This is an optimization exercise on Yosys and OpenROAD, whose aim is small area, a short achievable clock period and few clock cycles, not a production implementation.
Where RTL was checked, it was by simulation tests only, not by an equivalence proof against the original.
No activity file was given, so power comes from the tool's default toggle rates.

==> flow/design.v (excerpt) <==
module LASER(CLK, RST, X, Y, C1X, C1Y, C2X, C2Y, DONE);
input CLK, RST;
input [3:0] X, Y;
output reg DONE;
output [3:0] C1X, C1Y, C2X, C2Y;
reg rq;
reg [3:0] xq;
reg [5:0] t;
reg [2:0] ph;
reg [15:0] m0;
reg [15:0] m2;
reg [15:0] m3;
reg [15:0] m4;
reg [15:0] m5;
reg [15:0] m6;
reg [15:0] m7;
reg [15:0] m8;
reg [15:0] m9;
reg [15:0] m10;
reg [15:0] m11;
reg [15:0] m12;
reg [15:0] m13;
reg [15:0] m14;
reg we, keep, cut, v6, v5, upd, last1, clr;
reg [3:0] yo;    
wire [5:0] tn = rq ? 6'd0 : (t == 6'd60) ? 6'd0 : t + 6'd1;
wire [2:0] phn = (tn == 6'd0) ? 3'd7 : ph + 3'd1;
wire [15:0] pdec = we ? (16'd1 << yo) : 16'd0;
always @(posedge CLK) begin
  rq <= RST;
  xq <= X;
  yo <= Y - {ph, 1'b0} - 4'd4;
  t <= tn;
  ph <= phn;
  we    <= ~RST & (tn >= 6'd1) & (tn <= 6'd40);
  keep  <= ~RST & (tn >= 6'd1) & (tn <= 6'd55);
  cut   <= (tn >= 6'd41) & (tn <= 6'd48);
  v6    <= (phn <= 3'd6);
  v5    <= (phn <= 3'd5);
  upd   <= ~RST & (tn >= 6'd44) & (tn <= 6'd59);
  last1 <= (tn == 6'd51);
  clr   <= RST | (tn == 6'd0);
end
localparam [7:0] E0_0 = 8'b11111010, E0_1 = 8'b01111111;
wire [1:0] wr0 = m0[1:0] & ~({2{cut}} & {E0_1[ph], E0_0[ph]});
always @(posedge CLK) m0 <= (keep ? {wr0, m0[15:2]} : 16'd0) | ((xq == 4'd0) ? pdec : 16'd0);
localparam [7:0] E2_0 = 8'b01110111, E2_1 = 8'b10101111;
wire [1:0] wr2 = m2[1:0] & ~({2{cut}} & {E2_1[ph], E2_0[ph]});
always @(posedge CLK) m2 <= (keep ? {wr2, m2[15:2]} : 16'd0) | ((xq == 4'd2) ? pdec : 16'd0);
  ...
Size: ~1,800 cells after synthesis, ~360 flip-flops, ~15,000 um2 of cells after synthesis.
make LEC_CHECK=0 ABC_AREA=1 CAP_MARGIN=20 CORE_MARGIN=2 CORE_UTILIZATION=40 SETUP_SLACK_MARGIN=3.6 SLEW_MARGIN=20 finish   # period 6.0 ns
run.sh (not shown) runs the stock make flow with config.mk's settings and CLKGATE_MAP_FILE= SYNTH_SCRIPT=/design/flow/synth_recipe.tcl, a recipe that flattens the netlist after the stock synthesis.
Testbench counts at the start, summed over its fixed seeds: cycles 15,608.
Rerun with:
ABC_AREA = not set   (was 1)
SETUP_SLACK_MARGIN = 4.0   (was 3.6)
- The changed run completed with no timing, DRC or antenna violations
- routed wire length rose by a few percent
- via count fell by a few percent
- final cell count went down by about a fifth
- hold slack degrades by 0.0035 ns
- die area decreases by a few percent
- total power rose by a little under a tenth
- first-iteration DRC count went down by roughly a tenth
- maximum frequency fell slightly
- non-clock buffer count grows by 60

* * *

Another version of the RTL of LASER (not shown whole).
For scale: about 1600 cells after synthesis, about 380 flip-flops, roughly 27 I/O pins.
==> flow/design.v (excerpt) <==
module LASER(CLK, RST, X, Y, C1X, C1Y, C2X, C2Y, DONE);
input CLK, RST;
input [3:0] X, Y;
output reg DONE;
output [3:0] C1X, C1Y, C2X, C2Y;
reg rq;
reg [3:0] xq;
reg [5:0] t;
reg [2:0] ph;
reg [15:0] m0;
reg [15:0] m2;
reg [15:0] m3;
reg [15:0] m4;
reg [15:0] m5;
reg [15:0] m6;
reg [15:0] m7;
reg [15:0] m8;
reg [15:0] m9;
reg [15:0] m10;
reg [15:0] m11;
reg [15:0] m12;
reg [15:0] m13;
reg [15:0] m14;
reg we, keep, upd, last1, clr;
reg [3:0] yo;    
reg [24:0] mk;   
wire [5:0] tn = rq ? 6'd0 : (t == 6'd59) ? 6'd0 : t + 6'd1;
wire [2:0] phn = rq ? 3'd0 : ph + 3'd1;
wire pn = (tn >= 6'd49);
wire [15:0] pdec = we ? (16'd1 << yo) : 16'd0;
always @(posedge CLK) begin
  rq <= RST;
  xq <= X;
  yo <= Y - {ph, 1'b0} - 4'd4;
  t <= tn;
  ph <= phn;
  we     <= ~RST & (tn >= 6'd1) & (tn <= 6'd40);
  keep   <= ~RST & (tn >= 6'd1) & (tn <= 6'd55);
  upd    <= ~RST & (tn >= 6'd43) & (tn <= 6'd58);
  last1  <= (tn == 6'd50);
  clr    <= RST | (tn == 6'd0);
  ...
clock: 6.0 ns
lec_check: 0
cap_margin: 20
core_margin: 2
core_utilization: 40
setup_slack_margin: 3.3
slew_margin: 20
Edit:
Settings changed: CORE_UTILIZATION 40 to 60.
After rerunning:
- power came out lower slightly
- cell area came out lower slightly
- hold slack barely changes
- synthesized area is unchanged
- sequential share of layout area came out higher by 0.51 points
- sequential cell count is unchanged
Edit:
Settings changed: CORE_UTILIZATION 60 to 40, SETUP_SLACK_MARGIN 3.3 to 3.6.
After rerunning:
- worst hold slack stays flat
- total power is higher by about 3%
- non-clock buffer count is lower by 5
- wire length is higher by 1.2%
- register-to-register slack improved by 0.05 ns
- global-route usage is lower by 9.5 points
- die area is higher by about 50%
- sequential share of layout area is lower by 0.43 points
- via count is lower by 2.9%
No run of this note included a check of the RTL's function; only the layout flow was run.

==> separate check: timing with driven ports <==
In the flow no input, the clock included, has a driving cell. The finished layouts below were timed again as built, in two steps.
Step 1, drivers: a clkbuf_16 drives CLK and a buf_2 each remaining input, both assumed.
Step 2, shift: input delay + t, output delay - t, t = (earliest + latest rising clock arrival at the registers) / 2. This alone moves slack from input paths to output paths.
Three values: ideal, step 1, step 2; two values: the first two.
run	shift t [ns]	setup WS [ns]	hold slack, ns	clock arrival spread, ns
the first run of note 1	0.573	3.632 / 3.602 / 3.145	0.329 / 0.329 / 0.329	0.024 / 0.024
the second run of note 1	0.565	3.601 / 3.601 / 3.524	0.326 / 0.326 / 0.326	0.021 / 0.020
the first run of note 2	0.603	3.010 / 3.010 / 3.010	0.326 / 0.326 / 0.326	0.022 / 0.022
the second run of note 2	0.569	2.971 / 2.971 / 2.971	0.325 / 0.325 / 0.325	0.017 / 0.017
the third run of note 2	0.591	3.017 / 3.017 / 3.017	0.326 / 0.326 / 0.326	0.013 / 0.014
After both steps every run listed still meets setup and hold. For the first run of note 1, which loses most, drivers alone change the setup slack by -0.030 ns; drivers and shift together by -0.487 ns.
